Context: an optimization exercise on an open-source flow, tuned for small area, a short achievable clock period and few clock cycles. The choices shown serve that exercise and are no tape-out recipe. In this exercise RTL edits were held to simulation tests only and were not proved equivalent to the original. Power and IR drop assume default switching activity.

===== flow/config.mk =====
export PLATFORM = sky130hd
export DESIGN_NAME = source_64bit_mod3
export DESIGN_NICKNAME = source_64bit_mod3
export VERILOG_FILES = /design/flow/design.v
export SDC_FILE = /design/flow/constraint.sdc
export NUM_CORES = 4
export LEC_CHECK = 0
export CAP_MARGIN = 20
export CORE_AREA = 4 4 62 62
export CTS_BUF_LIST = sky130_fd_sc_hd__clkbuf_2
export DIE_AREA = 0 0 66 66
export PLACE_DENSITY = 0.85
export SLEW_MARGIN = 20
export SYNTH_HIERARCHICAL = 1
export BUFFER_PORTS_ARGS = -buffer_cell sky130_fd_sc_hd__buf_1
export POST_FLOORPLAN_TCL = /design/flow/flow/downsize.tcl

===== flow/design.v =====
module g_a211oi(input a1,a2,b1,c1, output y);
assign y = ~((a1 & a2) | b1 | c1);
endmodule
module g_a21oi(input a1,a2,b1, output y);
assign y = ~((a1 & a2) | b1);
endmodule
module g_nand2(input a,b, output y);
assign y = ~(a & b);
endmodule
module g_nand3(input a,b,c, output y);
assign y = ~(a & b & c);
endmodule
module g_nor2(input a,b, output y);
assign y = ~(a | b);
endmodule
module g_o21a(input a1,a2,b1, output y);
assign y = (a1 | a2) & b1;
endmodule
module g_o22ai(input a1,a2,b1,b2, output y);
assign y = ~((a1 | a2) & (b1 | b2));
endmodule
module source_64bit_mod3(s, f, x, e, clk);
output [1:0] s;
output reg f;
input wire [63:0] x;
input wire e;
input wire clk;
wire n1; g_nand2 u1 (.a(x[2]), .b(x[0]), .y(n1));
wire n2; g_nor2 u2 (.a(x[3]), .b(n1), .y(n2));
wire n3; g_nor2 u3 (.a(x[2]), .b(x[0]), .y(n3));
wire n4; g_a21oi u4 (.a1(x[3]), .a2(n3), .b1(n2), .y(n4));
wire n5; g_nand2 u5 (.a(x[1]), .b(n4), .y(n5));
wire n6; g_a211oi u6 (.a1(x[3]), .a2(n1), .b1(n2), .c1(n3), .y(n6));
wire n7; g_o22ai u7 (.a1(x[1]), .a2(n4), .b1(n5), .b2(n6), .y(n7));
wire n8; g_o21a u8 (.a1(x[1]), .a2(n6), .b1(n5), .y(n8));
wire n9; g_nand2 u9 (.a(x[6]), .b(x[4]), .y(n9));
wire n10; g_nor2 u10 (.a(x[7]), .b(n9), .y(n10));
wire n11; g_nor2 u11 (.a(x[6]), .b(x[4]), .y(n11));
wire n12; g_a21oi u12 (.a1(x[7]), .a2(n11), .b1(n10), .y(n12));
wire n13; g_nand2 u13 (.a(x[5]), .b(n12), .y(n13));
wire n14; g_a211oi u14 (.a1(x[7]), .a2(n9), .b1(n10), .c1(n11), .y(n14));
wire n15; g_o22ai u15 (.a1(x[5]), .a2(n12), .b1(n13), .b2(n14), .y(n15));
wire n16; g_o21a u16 (.a1(x[5]), .a2(n14), .b1(n13), .y(n16));
wire n17; g_nand2 u17 (.a(x[10]), .b(x[8]), .y(n17));
wire n18; g_nor2 u18 (.a(x[11]), .b(n17), .y(n18));
wire n19; g_nor2 u19 (.a(x[10]), .b(x[8]), .y(n19));
wire n20; g_a21oi u20 (.a1(x[11]), .a2(n19), .b1(n18), .y(n20));
wire n21; g_nand2 u21 (.a(x[9]), .b(n20), .y(n21));
wire n22; g_a211oi u22 (.a1(x[11]), .a2(n17), .b1(n18), .c1(n19), .y(n22));
wire n23; g_o22ai u23 (.a1(x[9]), .a2(n20), .b1(n21), .b2(n22), .y(n23));
wire n24; g_o21a u24 (.a1(x[9]), .a2(n22), .b1(n21), .y(n24));
wire n25; g_nand2 u25 (.a(x[14]), .b(x[12]), .y(n25));
wire n26; g_nor2 u26 (.a(x[15]), .b(n25), .y(n26));
wire n27; g_nor2 u27 (.a(x[14]), .b(x[12]), .y(n27));
wire n28; g_a21oi u28 (.a1(x[15]), .a2(n27), .b1(n26), .y(n28));
wire n29; g_nand2 u29 (.a(x[13]), .b(n28), .y(n29));
wire n30; g_a211oi u30 (.a1(x[15]), .a2(n25), .b1(n26), .c1(n27), .y(n30));
wire n31; g_o22ai u31 (.a1(x[13]), .a2(n28), .b1(n29), .b2(n30), .y(n31));
wire n32; g_o21a u32 (.a1(x[13]), .a2(n30), .b1(n29), .y(n32));
wire n33; g_nand2 u33 (.a(x[18]), .b(x[16]), .y(n33));
wire n34; g_nor2 u34 (.a(x[19]), .b(n33), .y(n34));
wire n35; g_nor2 u35 (.a(x[18]), .b(x[16]), .y(n35));
wire n36; g_a21oi u36 (.a1(x[19]), .a2(n35), .b1(n34), .y(n36));
wire n37; g_nand2 u37 (.a(x[17]), .b(n36), .y(n37));
wire n38; g_a211oi u38 (.a1(x[19]), .a2(n33), .b1(n34), .c1(n35), .y(n38));
wire n39; g_o22ai u39 (.a1(x[17]), .a2(n36), .b1(n37), .b2(n38), .y(n39));
wire n40; g_o21a u40 (.a1(x[17]), .a2(n38), .b1(n37), .y(n40));
wire n41; g_nand2 u41 (.a(x[22]), .b(x[20]), .y(n41));
wire n42; g_nor2 u42 (.a(x[23]), .b(n41), .y(n42));
wire n43; g_nor2 u43 (.a(x[22]), .b(x[20]), .y(n43));
wire n44; g_a21oi u44 (.a1(x[23]), .a2(n43), .b1(n42), .y(n44));
wire n45; g_nand2 u45 (.a(x[21]), .b(n44), .y(n45));
wire n46; g_a211oi u46 (.a1(x[23]), .a2(n41), .b1(n42), .c1(n43), .y(n46));
wire n47; g_o22ai u47 (.a1(x[21]), .a2(n44), .b1(n45), .b2(n46), .y(n47));
wire n48; g_o21a u48 (.a1(x[21]), .a2(n46), .b1(n45), .y(n48));
wire n49; g_nand2 u49 (.a(x[26]), .b(x[24]), .y(n49));
wire n50; g_nor2 u50 (.a(x[27]), .b(n49), .y(n50));
wire n51; g_nor2 u51 (.a(x[26]), .b(x[24]), .y(n51));
wire n52; g_a21oi u52 (.a1(x[27]), .a2(n51), .b1(n50), .y(n52));
wire n53; g_nand2 u53 (.a(x[25]), .b(n52), .y(n53));
wire n54; g_a211oi u54 (.a1(x[27]), .a2(n49), .b1(n50), .c1(n51), .y(n54));
wire n55; g_o22ai u55 (.a1(x[25]), .a2(n52), .b1(n53), .b2(n54), .y(n55));
wire n56; g_o21a u56 (.a1(x[25]), .a2(n54), .b1(n53), .y(n56));
wire n57; g_nand2 u57 (.a(x[30]), .b(x[28]), .y(n57));
wire n58; g_nor2 u58 (.a(x[31]), .b(n57), .y(n58));
wire n59; g_nor2 u59 (.a(x[30]), .b(x[28]), .y(n59));
wire n60; g_a21oi u60 (.a1(x[31]), .a2(n59), .b1(n58), .y(n60));
wire n61; g_nand2 u61 (.a(x[29]), .b(n60), .y(n61));
wire n62; g_a211oi u62 (.a1(x[31]), .a2(n57), .b1(n58), .c1(n59), .y(n62));
wire n63; g_o22ai u63 (.a1(x[29]), .a2(n60), .b1(n61), .b2(n62), .y(n63));
wire n64; g_o21a u64 (.a1(x[29]), .a2(n62), .b1(n61), .y(n64));
wire n65; g_nand2 u65 (.a(x[34]), .b(x[32]), .y(n65));
wire n66; g_nor2 u66 (.a(x[35]), .b(n65), .y(n66));
wire n67; g_nor2 u67 (.a(x[34]), .b(x[32]), .y(n67));
wire n68; g_a21oi u68 (.a1(x[35]), .a2(n67), .b1(n66), .y(n68));
wire n69; g_nand2 u69 (.a(x[33]), .b(n68), .y(n69));
wire n70; g_a211oi u70 (.a1(x[35]), .a2(n65), .b1(n66), .c1(n67), .y(n70));
wire n71; g_o22ai u71 (.a1(x[33]), .a2(n68), .b1(n69), .b2(n70), .y(n71));
wire n72; g_o21a u72 (.a1(x[33]), .a2(n70), .b1(n69), .y(n72));
wire n73; g_nand2 u73 (.a(x[38]), .b(x[36]), .y(n73));
wire n74; g_nor2 u74 (.a(x[39]), .b(n73), .y(n74));
wire n75; g_nor2 u75 (.a(x[38]), .b(x[36]), .y(n75));
wire n76; g_a21oi u76 (.a1(x[39]), .a2(n75), .b1(n74), .y(n76));
wire n77; g_nand2 u77 (.a(x[37]), .b(n76), .y(n77));
wire n78; g_a211oi u78 (.a1(x[39]), .a2(n73), .b1(n74), .c1(n75), .y(n78));
wire n79; g_o22ai u79 (.a1(x[37]), .a2(n76), .b1(n77), .b2(n78), .y(n79));
wire n80; g_o21a u80 (.a1(x[37]), .a2(n78), .b1(n77), .y(n80));
wire n81; g_nand2 u81 (.a(x[42]), .b(x[40]), .y(n81));
wire n82; g_nor2 u82 (.a(x[43]), .b(n81), .y(n82));
wire n83; g_nor2 u83 (.a(x[42]), .b(x[40]), .y(n83));
wire n84; g_a21oi u84 (.a1(x[43]), .a2(n83), .b1(n82), .y(n84));
wire n85; g_nand2 u85 (.a(x[41]), .b(n84), .y(n85));
wire n86; g_a211oi u86 (.a1(x[43]), .a2(n81), .b1(n82), .c1(n83), .y(n86));
wire n87; g_o22ai u87 (.a1(x[41]), .a2(n84), .b1(n85), .b2(n86), .y(n87));
wire n88; g_o21a u88 (.a1(x[41]), .a2(n86), .b1(n85), .y(n88));
wire n89; g_nand2 u89 (.a(x[46]), .b(x[44]), .y(n89));
wire n90; g_nor2 u90 (.a(x[47]), .b(n89), .y(n90));
wire n91; g_nor2 u91 (.a(x[46]), .b(x[44]), .y(n91));
wire n92; g_a21oi u92 (.a1(x[47]), .a2(n91), .b1(n90), .y(n92));
wire n93; g_nand2 u93 (.a(x[45]), .b(n92), .y(n93));
wire n94; g_a211oi u94 (.a1(x[47]), .a2(n89), .b1(n90), .c1(n91), .y(n94));
wire n95; g_o22ai u95 (.a1(x[45]), .a2(n92), .b1(n93), .b2(n94), .y(n95));
wire n96; g_o21a u96 (.a1(x[45]), .a2(n94), .b1(n93), .y(n96));
wire n97; g_nand2 u97 (.a(x[50]), .b(x[48]), .y(n97));
wire n98; g_nor2 u98 (.a(x[51]), .b(n97), .y(n98));
wire n99; g_nor2 u99 (.a(x[50]), .b(x[48]), .y(n99));
wire n100; g_a21oi u100 (.a1(x[51]), .a2(n99), .b1(n98), .y(n100));
wire n101; g_nand2 u101 (.a(x[49]), .b(n100), .y(n101));
wire n102; g_a211oi u102 (.a1(x[51]), .a2(n97), .b1(n98), .c1(n99), .y(n102));
wire n103; g_o22ai u103 (.a1(x[49]), .a2(n100), .b1(n101), .b2(n102), .y(n103));
wire n104; g_o21a u104 (.a1(x[49]), .a2(n102), .b1(n101), .y(n104));
wire n105; g_nand2 u105 (.a(x[54]), .b(x[52]), .y(n105));
wire n106; g_nor2 u106 (.a(x[55]), .b(n105), .y(n106));
wire n107; g_nor2 u107 (.a(x[54]), .b(x[52]), .y(n107));
wire n108; g_a21oi u108 (.a1(x[55]), .a2(n107), .b1(n106), .y(n108));
wire n109; g_nand2 u109 (.a(x[53]), .b(n108), .y(n109));
wire n110; g_a211oi u110 (.a1(x[55]), .a2(n105), .b1(n106), .c1(n107), .y(n110));
wire n111; g_o22ai u111 (.a1(x[53]), .a2(n108), .b1(n109), .b2(n110), .y(n111));
wire n112; g_o21a u112 (.a1(x[53]), .a2(n110), .b1(n109), .y(n112));
wire n113; g_nand2 u113 (.a(x[58]), .b(x[56]), .y(n113));
wire n114; g_nor2 u114 (.a(x[59]), .b(n113), .y(n114));
wire n115; g_nor2 u115 (.a(x[58]), .b(x[56]), .y(n115));
wire n116; g_a21oi u116 (.a1(x[59]), .a2(n115), .b1(n114), .y(n116));
wire n117; g_nand2 u117 (.a(x[57]), .b(n116), .y(n117));
wire n118; g_a211oi u118 (.a1(x[59]), .a2(n113), .b1(n114), .c1(n115), .y(n118));
wire n119; g_o22ai u119 (.a1(x[57]), .a2(n116), .b1(n117), .b2(n118), .y(n119));
wire n120; g_o21a u120 (.a1(x[57]), .a2(n118), .b1(n117), .y(n120));
wire n121; g_nand2 u121 (.a(x[62]), .b(x[60]), .y(n121));
wire n122; g_nor2 u122 (.a(x[63]), .b(n121), .y(n122));
wire n123; g_nor2 u123 (.a(x[62]), .b(x[60]), .y(n123));
wire n124; g_a21oi u124 (.a1(x[63]), .a2(n123), .b1(n122), .y(n124));
wire n125; g_nand2 u125 (.a(x[61]), .b(n124), .y(n125));
wire n126; g_a211oi u126 (.a1(x[63]), .a2(n121), .b1(n122), .c1(n123), .y(n126));
wire n127; g_o22ai u127 (.a1(x[61]), .a2(n124), .b1(n125), .b2(n126), .y(n127));
wire n128; g_o21a u128 (.a1(x[61]), .a2(n126), .b1(n125), .y(n128));
wire n129; g_nor2 u129 (.a(n7), .b(n8), .y(n129));
wire n130; g_nor2 u130 (.a(n15), .b(n16), .y(n130));
wire n131; g_nand2 u131 (.a(n129), .b(n16), .y(n131));
wire n132; g_nand2 u132 (.a(n8), .b(n130), .y(n132));
wire n133; g_nand2 u133 (.a(n7), .b(n15), .y(n133));
wire n134; g_nand3 u134 (.a(n131), .b(n132), .c(n133), .y(n134));
wire n135; g_nand2 u135 (.a(n129), .b(n15), .y(n135));
wire n136; g_nand2 u136 (.a(n8), .b(n16), .y(n136));
wire n137; g_nand2 u137 (.a(n7), .b(n130), .y(n137));
wire n138; g_nand3 u138 (.a(n135), .b(n136), .c(n137), .y(n138));
wire n139; g_nor2 u139 (.a(n23), .b(n24), .y(n139));
wire n140; g_nor2 u140 (.a(n31), .b(n32), .y(n140));
wire n141; g_nand2 u141 (.a(n139), .b(n32), .y(n141));
wire n142; g_nand2 u142 (.a(n24), .b(n140), .y(n142));
wire n143; g_nand2 u143 (.a(n23), .b(n31), .y(n143));
wire n144; g_nand3 u144 (.a(n141), .b(n142), .c(n143), .y(n144));
wire n145; g_nand2 u145 (.a(n139), .b(n31), .y(n145));
wire n146; g_nand2 u146 (.a(n24), .b(n32), .y(n146));
wire n147; g_nand2 u147 (.a(n23), .b(n140), .y(n147));
wire n148; g_nand3 u148 (.a(n145), .b(n146), .c(n147), .y(n148));
wire n149; g_nor2 u149 (.a(n39), .b(n40), .y(n149));
wire n150; g_nor2 u150 (.a(n47), .b(n48), .y(n150));
wire n151; g_nand2 u151 (.a(n149), .b(n48), .y(n151));
wire n152; g_nand2 u152 (.a(n40), .b(n150), .y(n152));
wire n153; g_nand2 u153 (.a(n39), .b(n47), .y(n153));
wire n154; g_nand3 u154 (.a(n151), .b(n152), .c(n153), .y(n154));
wire n155; g_nand2 u155 (.a(n149), .b(n47), .y(n155));
wire n156; g_nand2 u156 (.a(n40), .b(n48), .y(n156));
wire n157; g_nand2 u157 (.a(n39), .b(n150), .y(n157));
wire n158; g_nand3 u158 (.a(n155), .b(n156), .c(n157), .y(n158));
wire n159; g_nor2 u159 (.a(n55), .b(n56), .y(n159));
wire n160; g_nor2 u160 (.a(n63), .b(n64), .y(n160));
wire n161; g_nand2 u161 (.a(n159), .b(n64), .y(n161));
wire n162; g_nand2 u162 (.a(n56), .b(n160), .y(n162));
wire n163; g_nand2 u163 (.a(n55), .b(n63), .y(n163));
wire n164; g_nand3 u164 (.a(n161), .b(n162), .c(n163), .y(n164));
wire n165; g_nand2 u165 (.a(n159), .b(n63), .y(n165));
wire n166; g_nand2 u166 (.a(n56), .b(n64), .y(n166));
wire n167; g_nand2 u167 (.a(n55), .b(n160), .y(n167));
wire n168; g_nand3 u168 (.a(n165), .b(n166), .c(n167), .y(n168));
wire n169; g_nor2 u169 (.a(n71), .b(n72), .y(n169));
wire n170; g_nor2 u170 (.a(n79), .b(n80), .y(n170));
wire n171; g_nand2 u171 (.a(n169), .b(n80), .y(n171));
wire n172; g_nand2 u172 (.a(n72), .b(n170), .y(n172));
wire n173; g_nand2 u173 (.a(n71), .b(n79), .y(n173));
wire n174; g_nand3 u174 (.a(n171), .b(n172), .c(n173), .y(n174));
wire n175; g_nand2 u175 (.a(n169), .b(n79), .y(n175));
wire n176; g_nand2 u176 (.a(n72), .b(n80), .y(n176));
wire n177; g_nand2 u177 (.a(n71), .b(n170), .y(n177));
wire n178; g_nand3 u178 (.a(n175), .b(n176), .c(n177), .y(n178));
wire n179; g_nor2 u179 (.a(n87), .b(n88), .y(n179));
wire n180; g_nor2 u180 (.a(n95), .b(n96), .y(n180));
wire n181; g_nand2 u181 (.a(n179), .b(n96), .y(n181));
wire n182; g_nand2 u182 (.a(n88), .b(n180), .y(n182));
wire n183; g_nand2 u183 (.a(n87), .b(n95), .y(n183));
wire n184; g_nand3 u184 (.a(n181), .b(n182), .c(n183), .y(n184));
wire n185; g_nand2 u185 (.a(n179), .b(n95), .y(n185));
wire n186; g_nand2 u186 (.a(n88), .b(n96), .y(n186));
wire n187; g_nand2 u187 (.a(n87), .b(n180), .y(n187));
wire n188; g_nand3 u188 (.a(n185), .b(n186), .c(n187), .y(n188));
wire n189; g_nor2 u189 (.a(n103), .b(n104), .y(n189));
wire n190; g_nor2 u190 (.a(n111), .b(n112), .y(n190));
wire n191; g_nand2 u191 (.a(n189), .b(n112), .y(n191));
wire n192; g_nand2 u192 (.a(n104), .b(n190), .y(n192));
wire n193; g_nand2 u193 (.a(n103), .b(n111), .y(n193));
wire n194; g_nand3 u194 (.a(n191), .b(n192), .c(n193), .y(n194));
wire n195; g_nand2 u195 (.a(n189), .b(n111), .y(n195));
wire n196; g_nand2 u196 (.a(n104), .b(n112), .y(n196));
wire n197; g_nand2 u197 (.a(n103), .b(n190), .y(n197));
wire n198; g_nand3 u198 (.a(n195), .b(n196), .c(n197), .y(n198));
wire n199; g_nor2 u199 (.a(n119), .b(n120), .y(n199));
wire n200; g_nor2 u200 (.a(n127), .b(n128), .y(n200));
wire n201; g_nand2 u201 (.a(n199), .b(n128), .y(n201));
wire n202; g_nand2 u202 (.a(n120), .b(n200), .y(n202));
wire n203; g_nand2 u203 (.a(n119), .b(n127), .y(n203));
wire n204; g_nand3 u204 (.a(n201), .b(n202), .c(n203), .y(n204));
wire n205; g_nand2 u205 (.a(n199), .b(n127), .y(n205));
wire n206; g_nand2 u206 (.a(n120), .b(n128), .y(n206));
wire n207; g_nand2 u207 (.a(n119), .b(n200), .y(n207));
wire n208; g_nand3 u208 (.a(n205), .b(n206), .c(n207), .y(n208));
wire n209; g_nor2 u209 (.a(n138), .b(n134), .y(n209));
wire n210; g_nor2 u210 (.a(n148), .b(n144), .y(n210));
wire n211; g_nand2 u211 (.a(n209), .b(n144), .y(n211));
wire n212; g_nand2 u212 (.a(n134), .b(n210), .y(n212));
wire n213; g_nand2 u213 (.a(n138), .b(n148), .y(n213));
wire n214; g_nand3 u214 (.a(n211), .b(n212), .c(n213), .y(n214));
wire n215; g_nand2 u215 (.a(n209), .b(n148), .y(n215));
wire n216; g_nand2 u216 (.a(n134), .b(n144), .y(n216));
wire n217; g_nand2 u217 (.a(n138), .b(n210), .y(n217));
wire n218; g_nand3 u218 (.a(n215), .b(n216), .c(n217), .y(n218));
wire n219; g_nor2 u219 (.a(n158), .b(n154), .y(n219));
wire n220; g_nor2 u220 (.a(n168), .b(n164), .y(n220));
wire n221; g_nand2 u221 (.a(n219), .b(n164), .y(n221));
wire n222; g_nand2 u222 (.a(n154), .b(n220), .y(n222));
wire n223; g_nand2 u223 (.a(n158), .b(n168), .y(n223));
wire n224; g_nand3 u224 (.a(n221), .b(n222), .c(n223), .y(n224));
wire n225; g_nand2 u225 (.a(n219), .b(n168), .y(n225));
wire n226; g_nand2 u226 (.a(n154), .b(n164), .y(n226));
wire n227; g_nand2 u227 (.a(n158), .b(n220), .y(n227));
wire n228; g_nand3 u228 (.a(n225), .b(n226), .c(n227), .y(n228));
wire n229; g_nor2 u229 (.a(n178), .b(n174), .y(n229));
wire n230; g_nor2 u230 (.a(n188), .b(n184), .y(n230));
wire n231; g_nand2 u231 (.a(n229), .b(n184), .y(n231));
wire n232; g_nand2 u232 (.a(n174), .b(n230), .y(n232));
wire n233; g_nand2 u233 (.a(n178), .b(n188), .y(n233));
wire n234; g_nand3 u234 (.a(n231), .b(n232), .c(n233), .y(n234));
wire n235; g_nand2 u235 (.a(n229), .b(n188), .y(n235));
wire n236; g_nand2 u236 (.a(n174), .b(n184), .y(n236));
wire n237; g_nand2 u237 (.a(n178), .b(n230), .y(n237));
wire n238; g_nand3 u238 (.a(n235), .b(n236), .c(n237), .y(n238));
wire n239; g_nor2 u239 (.a(n198), .b(n194), .y(n239));
wire n240; g_nor2 u240 (.a(n208), .b(n204), .y(n240));
wire n241; g_nand2 u241 (.a(n239), .b(n204), .y(n241));
wire n242; g_nand2 u242 (.a(n194), .b(n240), .y(n242));
wire n243; g_nand2 u243 (.a(n198), .b(n208), .y(n243));
wire n244; g_nand3 u244 (.a(n241), .b(n242), .c(n243), .y(n244));
wire n245; g_nand2 u245 (.a(n239), .b(n208), .y(n245));
wire n246; g_nand2 u246 (.a(n194), .b(n204), .y(n246));
wire n247; g_nand2 u247 (.a(n198), .b(n240), .y(n247));
wire n248; g_nand3 u248 (.a(n245), .b(n246), .c(n247), .y(n248));
reg [7:0] r;
always @(posedge clk) begin
  f <= e;
  r <= {n244, n248, n234, n238, n224, n228, n214, n218};
end
wire n249; g_nor2 u249 (.a(r[0]), .b(r[1]), .y(n249));
wire n250; g_nor2 u250 (.a(r[2]), .b(r[3]), .y(n250));
wire n251; g_nand2 u251 (.a(n249), .b(n250), .y(n251));
wire n252; g_nand2 u252 (.a(r[1]), .b(r[2]), .y(n252));
wire n253; g_nand2 u253 (.a(r[0]), .b(r[3]), .y(n253));
wire n254; g_nand3 u254 (.a(n251), .b(n252), .c(n253), .y(n254));
wire n255; g_nand2 u255 (.a(n249), .b(r[3]), .y(n255));
wire n256; g_nand2 u256 (.a(r[1]), .b(n250), .y(n256));
wire n257; g_nand2 u257 (.a(r[0]), .b(r[2]), .y(n257));
wire n258; g_nand3 u258 (.a(n255), .b(n256), .c(n257), .y(n258));
wire n259; g_nand2 u259 (.a(n249), .b(r[2]), .y(n259));
wire n260; g_nand2 u260 (.a(r[1]), .b(r[3]), .y(n260));
wire n261; g_nand2 u261 (.a(r[0]), .b(n250), .y(n261));
wire n262; g_nand3 u262 (.a(n259), .b(n260), .c(n261), .y(n262));
wire n263; g_nor2 u263 (.a(r[4]), .b(r[5]), .y(n263));
wire n264; g_nor2 u264 (.a(r[6]), .b(r[7]), .y(n264));
wire n265; g_nand2 u265 (.a(n263), .b(n264), .y(n265));
wire n266; g_nand2 u266 (.a(r[5]), .b(r[6]), .y(n266));
wire n267; g_nand2 u267 (.a(r[4]), .b(r[7]), .y(n267));
wire n268; g_nand3 u268 (.a(n265), .b(n266), .c(n267), .y(n268));
wire n269; g_nand2 u269 (.a(n263), .b(r[7]), .y(n269));
wire n270; g_nand2 u270 (.a(r[5]), .b(n264), .y(n270));
wire n271; g_nand2 u271 (.a(r[4]), .b(r[6]), .y(n271));
wire n272; g_nand3 u272 (.a(n269), .b(n270), .c(n271), .y(n272));
wire n273; g_nand2 u273 (.a(n263), .b(r[6]), .y(n273));
wire n274; g_nand2 u274 (.a(r[5]), .b(r[7]), .y(n274));
wire n275; g_nand2 u275 (.a(r[4]), .b(n264), .y(n275));
wire n276; g_nand3 u276 (.a(n273), .b(n274), .c(n275), .y(n276));
wire n277; g_nand2 u277 (.a(n254), .b(n272), .y(n277));
wire n278; g_nand2 u278 (.a(n258), .b(n268), .y(n278));
wire n279; g_nand2 u279 (.a(n262), .b(n276), .y(n279));
wire n280; g_nand3 u280 (.a(n277), .b(n278), .c(n279), .y(n280));
wire n281; g_nand2 u281 (.a(n254), .b(n276), .y(n281));
wire n282; g_nand2 u282 (.a(n258), .b(n272), .y(n282));
wire n283; g_nand2 u283 (.a(n262), .b(n268), .y(n283));
wire n284; g_nand3 u284 (.a(n281), .b(n282), .c(n283), .y(n284));
assign s = {n284, n280};
endmodule

===== flow/flow/run.sh =====
#!/bin/bash
HERE=$(pwd)
cat >> config.mk <<EOC
export BUFFER_PORTS_ARGS = -buffer_cell sky130_fd_sc_hd__buf_1
export POST_FLOORPLAN_TCL = $HERE/flow/downsize.tcl
EOC
bash standard.sh > standard.log 2>&1

===== flow/flow/downsize.tcl =====
# After floorplan: put every logic gate that synthesis upsized back to its _1 size.
# Timing repair later in the flow still upsizes whatever it needs to.
set db [ord::get_db]
set block [[$db getChip] getBlock]
set n 0
foreach inst [$block getInsts] {
  set name [[$inst getMaster] getName]
  if {[regexp {^(sky130_fd_sc_hd__(a21oi|a211oi|a22oi|o21ai|o22ai|o21a|nand2|nand3|nor2|nor3|xor2|xnor2))_[248]$} $name -> base]} {
    set new [$db findMaster ${base}_1]
    if {$new ne "NULL" && $new ne ""} {
      $inst swapMaster $new
      incr n
    }
  }
}
puts "downsize.tcl: resized $n instances to drive strength 1"

===== flow/standard.sh =====
#!/bin/bash
# synth_recipe.tcl (not shown) runs the flow's synth.tcl, then flattens the netlist and writes it again
# the make line also repeats each setting of config.mk as NAME=value (left out here)
make -C /OpenROAD-flow-scripts/flow DESIGN_CONFIG=/design/flow/config.mk WORK_HOME=/design/flow/orfs CLKGATE_MAP_FILE= SYNTH_SCRIPT=/design/flow/synth_recipe.tcl "${@:-finish}"

===== flow/constraint.sdc =====
create_clock -name core_clock -period 4.5 [get_ports {clk}]
set_input_delay 0.9000 -clock core_clock [delete_from_list [all_inputs] [get_ports {clk}]]
set_output_delay 0.9000 -clock core_clock [all_outputs]
set_load 0.01 [all_outputs]

==> impl_metrics.prom, run 1 <==
# TYPE chip_impl_metric gauge
chip_impl_metric{name="max_slew_headroom_at_the_worst_pin",unit="%"} 78.7
chip_impl_metric{name="setup_viol",unit=""} 0
chip_impl_info{name="critPathTopFamily",value="simple AND/OR/NAND/NOR gates"} 1
chip_impl_metric{name="pwr-share-comb",unit="%"} 62.5
chip_impl_metric{name="n_antenna_cell",unit=""} 0
chip_impl_metric{name="cts_hold_buffers",unit=""} 0
chip_impl_metric{name="cts.reportedPaths.clkPinSlew",unit="ps"} 100
chip_impl_metric{name="drc_violation_count_after_routing",unit=""} 0
chip_impl_metric{name="clock.fmax",unit="MHz"} 462
chip_impl_metric{name="net-switching-power",unit="µW"} 234
chip_impl_metric{name="ioPinCount",unit=""} 69
chip_impl_info{name="worst-setup-path-type",value="flop to primary output"} 1
chip_impl_metric{name="h_tree_levels",unit=""} 1
chip_impl_metric{name="timing.critical_path.buf_inv",unit=""} 1
chip_impl_metric{name="n_fill_cell",unit=""} 310
chip_impl_metric{name="power-per-cell-area",unit="mW/mm²"} 267
chip_impl_metric{name="syn-num-nets",unit=""} 361
chip_impl_metric{name="pin_count_of_the_biggest_net_entering_global_routing",unit=""} 6
chip_impl_metric{name="initial_core_util",unit="%"} 51.8
chip_impl_metric{name="finalCriticalPeriod",unit="ps"} 2160
chip_impl_metric{name="numCtsBuffers",unit=""} 3
chip_impl_metric{name="wire_per_inst",unit="µm"} 8.01
chip_impl_metric{name="timing.hold.worst_path_depth",unit=""} 1
chip_impl_metric{name="synth.ff_latch_count",unit=""} 9
chip_impl_info{name="status",value="complete, no violations"} 1
chip_impl_metric{name="synth_cell_area",unit="mm²"} 0.00162
chip_impl_metric{name="io_buffer_count",unit=""} 68
chip_impl_metric{name="syn_inst",unit=""} 295
chip_impl_metric{name="arrival",unit="ps"} 1260
chip_impl_info{name="synth_area_leaders",value="sky130_fd_sc_hd__nand2_1, sky130_fd_sc_hd__nor2_1, sky130_fd_sc_hd__a211oi_2"} 1
chip_impl_metric{name="timing.max_cap.violations",unit=""} 0
chip_impl_metric{name="met3_usage",unit="%"} 2.55
chip_impl_info{name="most_frequent_cells_after_synthesis",value="sky130_fd_sc_hd__nand2_1, sky130_fd_sc_hd__nor2_1, sky130_fd_sc_hd__nand3_1"} 1
chip_impl_metric{name="yosysSeqAreaShare",unit="%"} 11.1
chip_impl_info{name="cpMaxStageDelayCell",value="sky130_fd_sc_hd__dfxtp_1"} 1
chip_impl_metric{name="yosysWarningCount",unit=""} 7
chip_impl_info{name="worst_min_delay_path_category",value="input pin to flop"} 1
chip_impl_info{name="timing.critical_path.to_type",value="primary output"} 1
chip_impl_info{name="grt_setup_unrepaired",value="no"} 1
chip_impl_metric{name="netlist-cell-type-count",unit=""} 9
chip_impl_metric{name="detailedPlace.worstSlack",unit="ps"} 2270
chip_impl_metric{name="cts_sinks",unit=""} 9
chip_impl_metric{name="clockPowerShare",unit="%"} 10.5
chip_impl_metric{name="crit_fanout",unit=""} 4
chip_impl_metric{name="slew_viol_final",unit=""} 0
chip_impl_info{name="clock_tree.root_cell",value="sky130_fd_sc_hd__clkbuf_2"} 1
chip_impl_metric{name="finalHoldViolations",unit=""} 0
chip_impl_metric{name="first_global_vias",unit=""} 1607
chip_impl_metric{name="seq_area",unit="µm²"} 180
chip_impl_metric{name="grt_util_met2",unit="%"} 27.0
chip_impl_metric{name="first_pass_iters",unit=""} 4
chip_impl_metric{name="drt.antenna.violating_nets",unit=""} 0
chip_impl_metric{name="postCtsSetupRepairBufs",unit=""} 0
chip_impl_metric{name="period_share",unit="%"} 48.1
chip_impl_metric{name="number_of_enable_type_register_cells_in_the_synthesized_netlist",unit=""} 0
chip_impl_metric{name="grt_antenna_before_repair",unit=""} 0
chip_impl_metric{name="share_seq_of_total_power",unit="%"} 27.0
chip_impl_metric{name="flow.area_growth_from_synthesis",unit="%"} 10.8
chip_impl_metric{name="timing_worst_slew_pin_value",unit="ps"} 318
chip_impl_metric{name="met1_usage",unit="%"} 19.5
chip_impl_info{name="netlist.top_cell.by_area",value="sky130_fd_sc_hd__nand2_1"} 1
chip_impl_metric{name="syn-mean-instance-area",unit="µm²"} 5.50
chip_impl_metric{name="postCtsResizedCells",unit=""} 0
chip_impl_metric{name="globalplace.congestion",unit=""} 0.734
chip_impl_metric{name="critical_path_s_largest_stage_delay",unit="ps"} 350
chip_impl_info{name="hold_path_end",value="f"} 1
chip_impl_metric{name="multi_input_comb_area",unit="mm²"} 0.00129
chip_impl_metric{name="total_leakage_power",unit="nW"} 0.733
chip_impl_metric{name="grt_overflow",unit=""} 0
chip_impl_metric{name="synth_top_cell_area_share",unit="%"} 29.6
chip_impl_metric{name="cp_data_required_time",unit="ps"} 3600
chip_impl_info{name="gr-max-usage-layer",value="met2"} 1
chip_impl_info{name="startpoint_type",value="flop"} 1
chip_impl_metric{name="final_sum_of_negative_setup_slack",unit="ps"} 0
chip_impl_metric{name="rows",unit=""} 20
chip_impl_metric{name="fp.dieW",unit="µm"} 66
chip_impl_metric{name="final.setup.worst_slack",unit="ps"} 2340
chip_impl_metric{name="die_area",unit="mm²"} 0.00436
chip_impl_metric{name="layout.nets",unit=""} 432
chip_impl_metric{name="route.detailed.vias_per_inst",unit=""} 5.06
chip_impl_metric{name="intPower",unit="µW"} 245
chip_impl_info{name="tritoncts",value="yes"} 1
chip_impl_metric{name="postSynth.asyncResetShare",unit="%"} 0
chip_impl_metric{name="initialDrtViolationCount",unit=""} 75
chip_impl_metric{name="ctsLongestPathBuffers",unit=""} 2
chip_impl_metric{name="design.core.area",unit="mm²"} 0.00313
chip_impl_metric{name="route.vias.total",unit=""} 2068
chip_impl_info{name="crit_path_cell_trace",value="nor2_1 > nand2_1 > nand3_1 > nand2_1 > nand3_1 > buf_1"} 1
chip_impl_metric{name="post-route-util",unit="%"} 57.4
chip_impl_metric{name="die_h",unit="µm"} 66
chip_impl_metric{name="route.final.wire_length",unit="µm"} 3280
chip_impl_metric{name="post-dp-hpwl",unit="µm"} 2870
chip_impl_info{name="holdCritStartpoint",value="e"} 1
chip_impl_metric{name="worst_ir_drop_vdd",unit="µV"} 156
chip_impl_metric{name="grt_first_pass_wirelength",unit="µm"} 5640
chip_impl_info{name="yosysMostFrequentCell",value="sky130_fd_sc_hd__nand2_1"} 1
chip_impl_metric{name="switching_share",unit="%"} 48.8
chip_impl_info{name="synth_top_flop_cell",value="sky130_fd_sc_hd__dfxtp_1"} 1
chip_impl_metric{name="fraction_of_final_layout_cells_with_drive_strength_greater_than_1",unit="%"} 1.10
chip_impl_metric{name="track_usage",unit="%"} 15.0
routing by layer:
layer,routed length [µm],up-vias,share of wire (%)
met5,0,-,0
met3,217,0,6.6
met4,0,0,0
met1,1590,852,48
li1,-,1174,-
met2,1470,42,45
per-stage QoR:
stage	hold WS, ps	power [mW]	instances	cell area [µm²]
6_report	747	0.479	409	1800
5_1_grt	734	0.545	409	1800
4_1_cts	741	0.481	409	1800
3_5_place_dp	996	0.429	405	1780
3_3_place_gp	993	0.419	405	1780
2_1_floorplan	928	0.386	295	1620
Yosys stat by module, one instance, submodules excluded, a selection:
module | cell area, µm² | copies in the design | flops+latches
g_a211oi | 12.5 | 16 | 0
g_a21oi | 8.76 | 16 | 0
g_nand2 | 3.75 | 128 | 0
g_nand3 | 5.00 | 32 | 0
g_nor2 | 3.75 | 60 | 0
g_o22ai | 6.26 | 16 | 0
source_64bit_mod3 | 195 | 1 | 9
cell usage in the layout, fill, tap and decap left out:
| cell type | count |
|---|---|
| sky130_fd_sc_hd__buf_1 | 68 |
| sky130_fd_sc_hd__a211oi_1 | 16 |
| sky130_fd_sc_hd__o22ai_1 | 16 |
| sky130_fd_sc_hd__dfxtp_1 | 9 |
| sky130_fd_sc_hd__nand2_1 | 128 |
| sky130_fd_sc_hd__nor2_1 | 60 |
| sky130_fd_sc_hd__a21oi_1 | 16 |
| sky130_fd_sc_hd__clkbuf_2 | 4 |
| sky130_fd_sc_hd__o21a_1 | 16 |
| sky130_fd_sc_hd__nand3_1 | 32 |
kinds of logic (layout without fill, tap and decap cells):
| group | after synthesis | after routing | share of synthesized area [%] |
|---|---|---|---|
| buffers and inverters | 2 | 72 | 0.926 |
| AOI/OAI and AO/OA | 64 | 64 | 34.6 |
| and+or+nand+nor | 220 | 220 | 53.4 |
| DFF | 9 | 9 | 11.1 |
layout make-up:
type                    count  share of cell area [%]
multi-input cells         284                    71.6
well taps                  44                    3.06
clock buffers               4                    1.11
flip-flops and latches      9                    10.0
repair buffers             68                    14.2
how the worst max path moves through the flow:
| stage | from | endpoint | depth (start not counted) |
|---|---|---|---|
| 2_1_floorplan | x[2] | r[1] | 10 |
| 3_3_place_gp | x[50] | r[7] | 11 |
| 3_5_place_dp | x[22] | r[3] | 11 |
| 4_1_cts | r[3] | s[1] | 6 |
| 5_1_grt | r[3] | s[0] | 6 |
| 6_report | r[3] | s[0] | 6 |
state kept, by name, summed over array words and instances (netlist names):
signal and count:
f 1, r 8
power by group through the flow:
stage | Sequential [mW] | Clock, mW | Combinational, mW
final | 0.129 | 0.0503 | 0.300
after CTS | 0.129 | 0.0520 | 0.300
after global routing | 0.133 | 0.0558 | 0.356
after detailed placement | 0.131 | 0 | 0.299
after global placement | 0.129 | 0 | 0.290
after floorplan | 0.125 | 0 | 0.261
Testbench counts, summed over its fixed seeds: cycles 1,600.
==> inputs of run 2 (changes only) <==
--- a/flow/config.mk
+++ b/flow/config.mk
@@ -11,3 +11,2 @@
 export DIE_AREA = 0 0 66 66
-export PLACE_DENSITY = 0.85
 export SLEW_MARGIN = 20
==> run 2 against run 1 <==
Compared with the run above:
- critical path depth stayed put
- core utilization stayed put
- final area stayed put
- clock power is 3% lower
- clock-buffer cell count stayed put
- cell count stayed put
- die area stayed put
- global-route usage is 0.59 points higher
- first-iteration DRC count is 28% lower
- largest cell class unchanged
- critical endpoint is now s[1]
==> impl_metrics.prom, run 2 <==
# TYPE chip_impl_metric gauge
chip_impl_info{name="status",value="complete, no violations"} 1
chip_impl_metric{name="track_usage",unit="%"} 15.6
chip_impl_info{name="critPathTopFamily",value="simple AND/OR/NAND/NOR gates"} 1
chip_impl_metric{name="globalplace.congestion",unit=""} 0.698
chip_impl_metric{name="total_leakage_power",unit="nW"} 0.733
chip_impl_metric{name="synth_cell_area",unit="mm²"} 0.00162
chip_impl_metric{name="yosysSeqAreaShare",unit="%"} 11.1
chip_impl_info{name="timing.critical_path.to_type",value="primary output"} 1
chip_impl_metric{name="route.final.wire_length",unit="µm"} 3270
chip_impl_info{name="final_cell_mix",value="sky130_fd_sc_hd__nand2_1, sky130_fd_sc_hd__buf_1, sky130_fd_sc_hd__nor2_1"} 1
chip_impl_metric{name="critical_path_s_largest_stage_delay",unit="ps"} 350
chip_impl_metric{name="cts_hold_buffers",unit=""} 0
chip_impl_metric{name="crit_fanout",unit=""} 4
chip_impl_metric{name="power",unit="µW"} 476
chip_impl_info{name="most_frequent_cells_after_synthesis",value="sky130_fd_sc_hd__nand2_1, sky130_fd_sc_hd__nor2_1, sky130_fd_sc_hd__nand3_1"} 1
chip_impl_metric{name="finalCriticalPeriod",unit="ps"} 2140
chip_impl_metric{name="cts.reportedPaths.clkPinSlew",unit="ps"} 80
chip_impl_metric{name="synth_top_cell_area_share",unit="%"} 29.6
chip_impl_metric{name="first_global_vias",unit=""} 1641
chip_impl_metric{name="grt_antenna_before_repair",unit=""} 0
chip_impl_metric{name="postCtsResizedCells",unit=""} 0
chip_impl_metric{name="layout.nets",unit=""} 432
chip_impl_metric{name="drt.antenna.violating_nets",unit=""} 0
chip_impl_metric{name="n_antenna_cell",unit=""} 0
chip_impl_metric{name="number_of_enable_type_register_cells_in_the_synthesized_netlist",unit=""} 0
chip_impl_info{name="largest_registers",value="r (8), f (1)"} 1
chip_impl_metric{name="design.core.area",unit="mm²"} 0.00313
chip_impl_metric{name="timing.max_cap.violations",unit=""} 0
chip_impl_metric{name="slew_viol_final",unit=""} 0
chip_impl_metric{name="wire_per_inst",unit="µm"} 8.00
chip_impl_metric{name="post-dp-hpwl",unit="µm"} 2900
chip_impl_info{name="synth_top_flop_cell",value="sky130_fd_sc_hd__dfxtp_1"} 1
chip_impl_metric{name="route.detailed.vias_per_inst",unit=""} 5.06
chip_impl_metric{name="syn-num-nets",unit=""} 361
chip_impl_metric{name="grt_overflow",unit=""} 0
chip_impl_metric{name="pin_count_of_the_biggest_net_entering_global_routing",unit=""} 6
chip_impl_metric{name="fraction_of_final_layout_cells_with_drive_strength_greater_than_1",unit="%"} 1.10
chip_impl_info{name="yosysMostFrequentCell",value="sky130_fd_sc_hd__nand2_1"} 1
chip_impl_metric{name="met3_wirelength",unit="µm"} 252
chip_impl_info{name="top_signal_layer_used",value="met3"} 1
chip_impl_metric{name="grt_first_pass_wirelength",unit="µm"} 5790
chip_impl_metric{name="synth.ff_latch_count",unit=""} 9
chip_impl_metric{name="fp.dieW",unit="µm"} 66
chip_impl_metric{name="finalHoldViolations",unit=""} 0
chip_impl_metric{name="final_sum_of_negative_setup_slack",unit="ps"} 0
chip_impl_info{name="netlist.top_cell.by_area",value="sky130_fd_sc_hd__nand2_1"} 1
chip_impl_metric{name="die_h",unit="µm"} 66
chip_impl_metric{name="ioPinCount",unit=""} 69
chip_impl_metric{name="route.vias.total",unit=""} 2070
chip_impl_metric{name="largest_reg_flops",unit=""} 8
chip_impl_metric{name="timing.critical_path.buf_inv",unit=""} 1
chip_impl_metric{name="power-per-cell-area",unit="mW/mm²"} 265
chip_impl_metric{name="max_slew_headroom_at_the_worst_pin",unit="%"} 80.6
chip_impl_info{name="clock_tree.root_cell",value="sky130_fd_sc_hd__clkbuf_2"} 1
chip_impl_metric{name="wl_met2",unit="µm"} 1480
chip_impl_metric{name="numCtsBuffers",unit=""} 3
chip_impl_info{name="cpMaxStageDelayCell",value="sky130_fd_sc_hd__dfxtp_1"} 1
chip_impl_metric{name="period_share",unit="%"} 47.6
chip_impl_metric{name="cts_sinks",unit=""} 9
chip_impl_metric{name="syn-mean-instance-area",unit="µm²"} 5.50
chip_impl_metric{name="cp_data_required_time",unit="ps"} 3600
chip_impl_metric{name="netlist-cell-type-count",unit=""} 9
chip_impl_metric{name="flow.area_growth_from_synthesis",unit="%"} 10.8
chip_impl_metric{name="postSynth.asyncResetShare",unit="%"} 0
chip_impl_metric{name="rows",unit=""} 20
chip_impl_metric{name="initialDrtViolationCount",unit=""} 54
chip_impl_metric{name="io_buffer_count",unit=""} 68
chip_impl_metric{name="timing_worst_slew_pin_value",unit="ps"} 290
chip_impl_metric{name="worst_ir_drop_vdd",unit="µV"} 146
chip_impl_metric{name="postCtsSetupRepairBufs",unit=""} 0
chip_impl_info{name="worst_min_delay_path_category",value="input pin to flop"} 1
chip_impl_metric{name="h_tree_levels",unit=""} 1
chip_impl_metric{name="arrival",unit="ps"} 1240
chip_impl_info{name="regMostFlops",value="r"} 1
chip_impl_info{name="tritoncts",value="yes"} 1
chip_impl_info{name="worst-setup-path-type",value="flop to primary output"} 1
chip_impl_metric{name="die_area",unit="mm²"} 0.00436
chip_impl_info{name="synth_area_leaders",value="sky130_fd_sc_hd__nand2_1, sky130_fd_sc_hd__nor2_1, sky130_fd_sc_hd__a211oi_2"} 1
chip_impl_info{name="startpoint_type",value="flop"} 1
chip_impl_metric{name="met1_length",unit="µm"} 1540
chip_impl_metric{name="yosysWarningCount",unit=""} 7
chip_impl_metric{name="ctsLongestPathBuffers",unit=""} 2
chip_impl_metric{name="initial_core_util",unit="%"} 51.8
chip_impl_metric{name="setup_viol",unit=""} 0
chip_impl_metric{name="drc_violation_count_after_routing",unit=""} 0
chip_impl_info{name="crit_path_cell_trace",value="nor2_1 > nand2_1 > nand3_1 > nand2_1 > nand3_1 > buf_1"} 1
chip_impl_info{name="grt_setup_unrepaired",value="no"} 1
chip_impl_metric{name="first_pass_iters",unit=""} 4
chip_impl_metric{name="clock.fmax",unit="MHz"} 467
chip_impl_metric{name="syn_inst",unit=""} 295
chip_impl_info{name="final_common_cell",value="sky130_fd_sc_hd__nand2_1"} 1
==> run 2: cell type report <==
type / instances / area [µm²]
fillers: 332 / 1330
multi-input cells: 284 / 1290
repair buffers: 68 / 255
flip-flops and latches: 9 / 180
well taps: 44 / 55.1
clock buffers: 4 / 20.0
==> run 2: per-layer routing <==
layer	GRT usage (%)	up-vias
met5	0	-
met1	19.6	850
li1	-	1176
met4	0	0
met3	4.08	0
met2	28.3	44
==> run 2: stage by stage <==
stage | cells | utilization [%] | area (µm²) | setup WS [ps] | hold WS, ps
after floorplan | 295 | - | 1620 | 2510 | 928
after global placement | 405 | 56.8 | 1780 | 2290 | 995
after detailed placement | 405 | 56.8 | 1780 | 2280 | 1000
after CTS | 409 | 57.4 | 1800 | 2340 | 747
after global routing | 409 | 57.4 | 1800 | 2140 | 742
final | 409 | 57.4 | 1800 | 2360 | 759
==> run 2: worst paths after layout <==
| check | startpoint | end | slack (ps) | depth (start not counted) |
|---|---|---|---|---|
| worst max-delay path | r[7] | s[1] | 2360 | 6 |
| worst min-delay path | e | f | 760 | 1 |
==> run 2: report_power, final <==
group	total (mW)	leakage (nW)	switching [mW]	internal (mW)
logic	0.299	0.640	0.182	0.117
registers	0.128	0.0757	0.0234	0.105
clock network	0.0488	0.0166	0.0252	0.0236
total	0.476	0.733	0.231	0.245
==> run 2: cell families after synthesis <==
family | Yosys count | synth area share, %
buffers and inverters | 2 | 0.926
DFF | 9 | 11.1
AOI/OAI and AO/OA | 64 | 34.6
and+or+nand+nor | 220 | 53.4
==> run 2: modules after synthesis, one instance, submodules excluded <==
module             cell area (µm²)  flip-flops and latches  times used
source_64bit_mod3              195                       9           1
g_a211oi                      12.5                       0          16
g_a21oi                       8.76                       0          16
g_o21a                        7.51                       0          16
g_o22ai                       6.26                       0          16
g_nand3                       5.00                       0          32
g_nand2                       3.75                       0         128
g_nor2                        3.75                       0          60
==> inputs of run 3 (changes only) <==
--- a/flow/flow/run.sh
+++ b/flow/flow/run.sh
@@ -5,2 +5,3 @@
 export POST_FLOORPLAN_TCL = $HERE/flow/downsize.tcl
+export POST_GLOBAL_PLACE_TCL = $HERE/flow/obuf.tcl
 EOC
==> flow/flow/obuf.tcl (new file) <==
# After global placement: give the output ports a buf_2 instead of buf_1.
set db [ord::get_db]
set block [[$db getChip] getBlock]
set new [$db findMaster sky130_fd_sc_hd__buf_2]
set n 0
foreach inst [$block getInsts] {
  if {[string match "output*" [$inst getName]] && [[$inst getMaster] getName] eq "sky130_fd_sc_hd__buf_1"} {
    $inst swapMaster $new
    incr n
  }
}
puts "obuf.tcl: $n output buffers set to buf_2"
--- a/flow/config.mk
+++ b/flow/config.mk
@@ -15 +15,2 @@
 export POST_FLOORPLAN_TCL = /design/flow/flow/downsize.tcl
+export POST_GLOBAL_PLACE_TCL = /design/flow/flow/obuf.tcl
==> run 3 against run 2 <==
Compared with the run above:
- synthesized cell count is the same
- via count shrank 0.63%
- clock power grew 3%
- hold slack lost 13 ps
==> impl_metrics.prom, run 3 <==
# TYPE chip_impl_metric gauge
chip_impl_info{name="status",value="complete, no violations"} 1
chip_impl_metric{name="numCtsBuffers",unit=""} 3
chip_impl_info{name="synth_top_flop_cell",value="sky130_fd_sc_hd__dfxtp_1"} 1
chip_impl_metric{name="ctsLongestPathBuffers",unit=""} 2
chip_impl_metric{name="postCtsSetupRepairBufs",unit=""} 0
chip_impl_metric{name="dpl_cell_area",unit="mm²"} 0.00178
chip_impl_metric{name="rows",unit=""} 20
chip_impl_info{name="synth_area_leaders",value="sky130_fd_sc_hd__nand2_1, sky130_fd_sc_hd__nor2_1, sky130_fd_sc_hd__a211oi_2"} 1
chip_impl_info{name="crit_path_cell_trace",value="nor2_1 > nand2_1 > nand3_1 > nand2_1 > nand3_1 > buf_2"} 1
chip_impl_metric{name="syn-num-nets",unit=""} 361
chip_impl_metric{name="max_slew_headroom_at_the_worst_pin",unit="%"} 80.1
chip_impl_metric{name="grt_overflow",unit=""} 0
chip_impl_info{name="worst_min_delay_path_category",value="input pin to flop"} 1
chip_impl_metric{name="initialDrtViolationCount",unit=""} 59
chip_impl_metric{name="h_tree_levels",unit=""} 1
chip_impl_metric{name="postCtsResizedCells",unit=""} 0
chip_impl_metric{name="wire_per_inst",unit="µm"} 7.98
chip_impl_info{name="largest_registers",value="r (8), f (1)"} 1
chip_impl_info{name="final_common_cell",value="sky130_fd_sc_hd__nand2_1"} 1
chip_impl_metric{name="grt_util_met2",unit="%"} 28.3
chip_impl_metric{name="critical_path_s_largest_stage_delay",unit="ps"} 350
chip_impl_metric{name="track_usage",unit="%"} 15.9
chip_impl_metric{name="drc_violation_count_after_routing",unit=""} 0
chip_impl_metric{name="crit_fanout",unit=""} 4
chip_impl_metric{name="final_sum_of_negative_setup_slack",unit="ps"} 0
chip_impl_info{name="clock_tree.root_cell",value="sky130_fd_sc_hd__clkbuf_2"} 1
chip_impl_metric{name="period_share",unit="%"} 47.4
chip_impl_metric{name="layout.nets",unit=""} 432
chip_impl_metric{name="first_global_vias",unit=""} 1657
chip_impl_metric{name="synth.ff_latch_count",unit=""} 9
chip_impl_metric{name="die_area",unit="mm²"} 0.00436
chip_impl_metric{name="largest_reg_flops",unit=""} 8
chip_impl_info{name="most_frequent_cells_after_synthesis",value="sky130_fd_sc_hd__nand2_1, sky130_fd_sc_hd__nor2_1, sky130_fd_sc_hd__nand3_1"} 1
chip_impl_metric{name="power-per-cell-area",unit="mW/mm²"} 268
chip_impl_metric{name="intPower",unit="µW"} 250
chip_impl_metric{name="postLayoutCellArea",unit="mm²"} 0.00180
chip_impl_metric{name="route.final.wire_length",unit="µm"} 3270
chip_impl_metric{name="hold_slack",unit="ps"} 746
chip_impl_metric{name="post-dp-hpwl",unit="µm"} 2870
chip_impl_info{name="startpoint_type",value="flop"} 1
chip_impl_metric{name="synth_top_cell_area_share",unit="%"} 29.6
chip_impl_metric{name="route.vias.total",unit=""} 2057
chip_impl_metric{name="syn-mean-instance-area",unit="µm²"} 5.50
chip_impl_metric{name="netlist-cell-type-count",unit=""} 9
chip_impl_info{name="timing.critical_path.to_type",value="primary output"} 1
chip_impl_metric{name="die_h",unit="µm"} 66
chip_impl_metric{name="setup_viol",unit=""} 0
chip_impl_metric{name="ioPinCount",unit=""} 69
chip_impl_info{name="critPathTopFamily",value="simple AND/OR/NAND/NOR gates"} 1
chip_impl_metric{name="share_seq_of_total_power",unit="%"} 26.8
chip_impl_metric{name="cts_hold_buffers",unit=""} 0
chip_impl_metric{name="met1_usage",unit="%"} 19.9
chip_impl_info{name="regMostFlops",value="r"} 1
chip_impl_info{name="yosysMostFrequentCell",value="sky130_fd_sc_hd__nand2_1"} 1
chip_impl_info{name="netlist.top_cell.by_area",value="sky130_fd_sc_hd__nand2_1"} 1
chip_impl_metric{name="drt.antenna.violating_nets",unit=""} 0
chip_impl_metric{name="grt_antenna_before_repair",unit=""} 0
chip_impl_metric{name="finalCriticalPeriod",unit="ps"} 2130
chip_impl_info{name="grt_setup_unrepaired",value="no"} 1
chip_impl_metric{name="total_leakage_power",unit="nW"} 0.742
chip_impl_metric{name="n_antenna_cell",unit=""} 0
chip_impl_info{name="cpMaxStageDelayCell",value="sky130_fd_sc_hd__dfxtp_1"} 1
chip_impl_metric{name="clock.fmax",unit="MHz"} 469
chip_impl_metric{name="slew_viol_final",unit=""} 0
chip_impl_metric{name="flow.area_growth_from_synthesis",unit="%"} 11.0
chip_impl_metric{name="arrival",unit="ps"} 1230
chip_impl_metric{name="net-switching-power",unit="µW"} 232
chip_impl_metric{name="timing.critical_path.buf_inv",unit=""} 1
chip_impl_metric{name="yosysWarningCount",unit=""} 7
chip_impl_info{name="tritoncts",value="yes"} 1
chip_impl_metric{name="cts_sinks",unit=""} 9
chip_impl_metric{name="yosysSeqAreaShare",unit="%"} 11.1
chip_impl_metric{name="timing_worst_slew_pin_value",unit="ps"} 297
chip_impl_metric{name="fp.dieW",unit="µm"} 66
chip_impl_metric{name="timing.max_cap.violations",unit=""} 0
chip_impl_info{name="gr-max-usage-layer",value="met2"} 1
chip_impl_metric{name="finalHoldViolations",unit=""} 0
chip_impl_metric{name="fraction_of_final_layout_cells_with_drive_strength_greater_than_1",unit="%"} 1.92
chip_impl_metric{name="route.detailed.vias_per_inst",unit=""} 5.03
chip_impl_metric{name="switching_share",unit="%"} 48.1
chip_impl_metric{name="worst_ir_drop_vdd",unit="µV"} 144
chip_impl_metric{name="synth_cell_area",unit="mm²"} 0.00162
chip_impl_info{name="final_cell_mix",value="sky130_fd_sc_hd__nand2_1, sky130_fd_sc_hd__buf_1, sky130_fd_sc_hd__nor2_1"} 1
chip_impl_metric{name="syn_inst",unit=""} 295
chip_impl_metric{name="post-route-util",unit="%"} 57.6
chip_impl_metric{name="cts.reportedPaths.clkPinSlew",unit="ps"} 90
chip_impl_metric{name="pin_count_of_the_biggest_net_entering_global_routing",unit=""} 6
chip_impl_metric{name="pwr-share-comb",unit="%"} 62.8
chip_impl_metric{name="number_of_enable_type_register_cells_in_the_synthesized_netlist",unit=""} 0
chip_impl_metric{name="first_pass_iters",unit=""} 4
chip_impl_metric{name="design.core.area",unit="mm²"} 0.00313
chip_impl_metric{name="initial_core_util",unit="%"} 51.8
chip_impl_info{name="worst-setup-path-type",value="flop to primary output"} 1
chip_impl_metric{name="cp_data_required_time",unit="ps"} 3600
chip_impl_metric{name="grt_first_pass_wirelength",unit="µm"} 5880
chip_impl_metric{name="clockPowerShare",unit="%"} 10.4
chip_impl_metric{name="postSynth.asyncResetShare",unit="%"} 0
chip_impl_metric{name="io_buffer_count",unit=""} 68
chip_impl_metric{name="met3_usage",unit="%"} 4.25
==> run 3: cell counts after synthesis <==
No cell type changed its count.
==> run 3: logic make-up (layout without fill, tap and decap cells) <==
| family | Yosys count | count (layout) | synth area share (%) |
|---|---|---|---|
| DFF | 9 | 9 | 11.1 |
| buffers and inverters | 2 | 72 | 0.926 |
| AOI/OAI and AO/OA | 64 | 64 | 34.6 |
| and+or+nand+nor | 220 | 220 | 53.4 |
==> run 3: layer usage <==
layer	wire, µm	vias up
met3	234	0
met2	1460	40
met5	0	-
met1	1580	845
li1	-	1172
met4	0	0
==> run 3: through the flow <==
stage	cells	setup slack, ps	power [mW]
CTS	409	2360	0.488
detailed placement	405	2280	0.434
floorplan	295	2510	0.386
global route	409	2190	0.550
global placement	405	2290	0.428
finish	409	2370	0.482
==> run 3: cell type report <==
type / count / area (µm²)
fillers: 340 / 1330
repair buffers: 68 / 259
well taps: 44 / 55.1
flip-flops and latches: 9 / 180
multi-input cells: 284 / 1290
clock buffers: 4 / 20.0
==> run 3: worst paths after layout <==
| kind | slack [ps] | startpoint | depth (start not counted) | end |
|---|---|---|---|---|
| setup / recovery | 2370 | r[5] | 6 | s[1] |
| hold / removal | 750 | e | 1 | f |
==> run 3: modules after synthesis (local to each module, per instance) <==
module             cells  times used
source_64bit_mod3     11           1
g_a211oi               1          16
g_a21oi                1          16
g_o21a                 1          16
g_o22ai                1          16
g_nand3                1          32
g_nand2                1         128
g_nor2                 1          60
==> run 3: power groups by stage <==
stage / logic, mW / clock network (mW) / registers [mW]
floorplan: 0.261 / 0 / 0.125
global placement: 0.297 / 0 / 0.131
detailed placement: 0.303 / 0 / 0.130
CTS: 0.305 / 0.0545 / 0.128
global route: 0.359 / 0.0573 / 0.133
finish: 0.303 / 0.0503 / 0.129

static timing again, ports no longer ideal:
No port has a modelled driver above. Below, the same layouts with a new extraction and two added sets of constraints. Step 1 (the two cells are an assumption about what drives the block):
set clk [get_ports {clk}]
set_driving_cell -lib_cell sky130_fd_sc_hd__clkbuf_16 $clk
set_driving_cell -lib_cell sky130_fd_sc_hd__buf_2 [delete_from_list [all_inputs] $clk]
Step 2 adds t to the input delays and takes it off the output delays; t is the mean of the earliest and latest rising clock arrival at the registers after step 1. Input paths then give back, and output paths get back, about the clock's delay inside the block. a / b / c = ideal / step 1 / step 2; a / b = the first two.
| run | t (ns) | slack for setup (ns) | hold slack, ns | worst setup path at the end |
|---|---|---|---|---|
| run 1 | 0.247 | 2.337 / 2.319 / 2.240 | 0.747 / 0.751 / 0.998 | input to register |
| run 2 | 0.248 | 2.358 / 2.339 / 2.262 | 0.759 / 0.763 / 1.011 | input to register |
| run 3 | 0.255 | 2.368 / 2.349 / 2.264 | 0.746 / 0.753 / 1.008 | input to register |
After both steps setup and hold are still met in every run listed. For run 3, which loses most, drivers alone change the setup slack by -0.019 ns; drivers and shift together by -0.104 ns.
